Context: an optimization exercise on an open-source flow, tuned for small area and a short achievable clock period. The choices shown serve that exercise and are no tape-out recipe. In this exercise RTL edits were held to simulation tests only and were not proved equivalent to the original. Power figures rest on the tool's default switching activity, not on a simulated workload.

north:
## alu
module alu (
    input               i_clk,
    input               i_rst_n,
    input               i_valid,
    input signed [11:0] i_data_a,
    input signed [11:0] i_data_b,
    input        [2:0]  i_inst,
    output              o_valid,
    output       [11:0] o_data,
    output              o_overflow
);
reg  [13:0] x_r, y_r;
reg         o_valid_r, ovf_r, abs_r, mac_r, run_r;
reg         f_0, f_m1, f_m2;
wire [11:0] o_data_w;
wire [14:0] zz  = {1'b0, x_r} + {1'b0, y_r};
wire        c_top = zz[14];
wire [2:0]  zm   = zz[13:11];
wire        hz   = c_top ? f_m1 : f_0;      
wire        ho1  = c_top ? f_m2 : f_m1;     
wire        m_ov = ~((hz & ~|zm) | (ho1 & &zm));
assign o_data_w   = zz[11:0];
assign o_valid    = o_valid_r;
assign o_data     = o_data_w & {12{run_r}};
assign o_overflow = (m_ov & ~abs_r & run_r) | ovf_r;
wire        is_mul    = (i_inst[2:1] == 2'b01);
wire        is_mac    = (i_inst == 3'b011);
wire        is_abs    = (i_inst == 3'b111);
wire        mul_en    = i_valid & is_mul;
  ...
Size in the first run: ~810 cells after synthesis, roughly 6500 um2 of cells after synthesis.
export LEC_CHECK = 0
export CAP_MARGIN = 0
export CORE_MARGIN = 2
export CORE_UTILIZATION = 40
export CTS_BUF_LIST = sky130_fd_sc_hd__clkbuf_4 sky130_fd_sc_hd__clkbuf_8
export SETUP_SLACK_MARGIN = 4.6
export SLEW_MARGIN = 0
create_clock -name core_clock -period 10.0 [get_ports {i_clk}]
standard.sh (not shown) runs the stock make flow with config.mk's settings and CLKGATE_MAP_FILE= SYNTH_SCRIPT=/design/flow/synth_recipe.tcl, a recipe that flattens the netlist after the stock synthesis.
==> flow/flow/run.sh <==
#!/bin/bash
# The standard layout, with two changes: the port buffers are buf_2 cells, and
# after synthesis flow/fapol.py flips full-adder cells (a full adder is
# self-dual) where that removes inverters between them. Registers are untouched.
set -euo pipefail
export BUFFER_PORTS_ARGS="-buffer_cell sky130_fd_sc_hd__buf_2"
R=orfs/results/sky130hd/alu/base
bash standard.sh synth > synth.log 2>&1
python3 flow/fapol.py $R/1_2_yosys.v > fapol.log 2>&1
rm -f $R/1_synth.odb $R/1_synth.sdc
bash standard.sh > standard.log 2>&1
Other scripts of this flow, unchanged in this note and not shown: flow/flow/fapol.py
Every stage of the flow completed for north, and the final layout passed the timing, design-rule and antenna checks.
For south, these inputs were changed with respect to north:
Settings: changing CORE_UTILIZATION from 40 to 55; changing SETUP_SLACK_MARGIN from 4.6 to 5.0; setting TNS_END_PERCENT to 5 for the first time.
==> flow/flow/run.sh <==
#!/bin/bash
# The standard layout, with these changes: the port buffers are buf_2 cells;
# after synthesis flow/fapol.py flips full-adder cells (a full adder is
# self-dual) where that removes inverters between them, and flow/faxor.py
# then builds each full adder from two xor2 gates and a maj3 gate, whose sum
# path is faster than the fa cell's. Registers are untouched.
set -euo pipefail
export BUFFER_PORTS_ARGS="-buffer_cell sky130_fd_sc_hd__buf_2"
R=orfs/results/sky130hd/alu/base
bash standard.sh synth > synth.log 2>&1
python3 flow/fapol.py $R/1_2_yosys.v > fapol.log 2>&1
python3 flow/faxor.py $R/1_2_yosys.v > faxor.log 2>&1
rm -f $R/1_synth.odb $R/1_synth.sdc
bash standard.sh > standard.log 2>&1
==> flow/flow/faxor.py (new file) <==
#!/usr/bin/env python3
"""Replace full-adder cells by two XOR gates and a majority gate.

The sum output of sky130's fa cell is slow; two xor2 gates give the sum
faster, and a maj3 gate gives the carry.  The function is unchanged and no
register is touched.  usage: faxor.py netlist.v"""
import re, sys

path = sys.argv[1]
text = open(path).read()
cell_re = re.compile(r'^(\s*)(sky130_fd_sc_hd__fa_\d+)\s+(\S+)\s*\((.*?)\);\n', re.S | re.M)
pin_re = re.compile(r'\.(\w+)\(([^()]*)\)')
wires = []
n = [0]

def net(x):
    return x + (' ' if x.startswith('\\') else '')

def repl(m):
    ind, typ, name, body = m.groups()
    pins = {p: v.strip() for p, v in pin_re.findall(body)}
    n[0] += 1
    t = f'_faxor{n[0]}_'
    wires.append(t)
    out = ''
    if pins.get('SUM'):
        out += f'{ind}sky130_fd_sc_hd__xor2_1 _faxa{n[0]}_ (.A({net(pins["A"])}), .B({net(pins["B"])}), .X({t}));\n'
        out += f'{ind}sky130_fd_sc_hd__xor2_1 _faxb{n[0]}_ (.A({t}), .B({net(pins["CIN"])}), .X({net(pins["SUM"])}));\n'
    if pins.get('COUT'):
        out += f'{ind}sky130_fd_sc_hd__maj3_1 _faxc{n[0]}_ (.A({net(pins["A"])}), .B({net(pins["B"])}), .C({net(pins["CIN"])}), .X({net(pins["COUT"])}));\n'
    return out

text2 = cell_re.sub(repl, text)
# declare the new wires after the module header's port list
i = text2.index(');', text2.index('module ')) + 2
text2 = text2[:i] + '\n' + ''.join(f'  wire {w};\n' for w in wires) + text2[i:]
open(path, 'w').write(text2)
sys.stderr.write(f'faxor: {n[0]} full adders replaced\n')
### Flow results
On south: via count is 827 higher than what north gave.
Comparing south and north, the lower non-clock buffer share of cell area is on south.
On area of all placed cells without fillers, north beats south.
north vs south, most frequent standard cell in the layout excluding fill and tap cells: inv_1 vs xor2_1
On maximum clock frequency, north loses to south.
Power: south draws more than north
Summary: with north as the reference, synthesized cell count in south moved up by more than 10%.
| clock-buffer cell count | south vs north | 1 higher |

==> re-timing with driven ports <==
How much do the figures lean on ideal ports? The routed layouts below were timed once more, with nothing changed but the port constraints.
Step 1, drivers: a clkbuf_16 drives i_clk and a buf_2 each remaining input, both assumed.
Step 2 moves the port delays by t, midway between the first and last clock arrival at a register: inputs arrive t later, outputs are due t later. That takes back most of the time a late clock gives input paths.
Three values: ideal, step 1, step 2; two values: the first two.
run | shift t [ns] | setup slack, ns | hold slack, ns
north | 0.312 | 4.628 / 4.530 / 4.218 | 0.574 / 0.574 / 0.574
south | 0.330 | 5.007 / 5.017 / 4.687 | 0.582 / 0.582 / 0.582
After both steps every run listed still meets setup and hold. For north, which loses most, drivers alone change the setup slack by -0.098 ns; drivers and shift together by -0.410 ns.
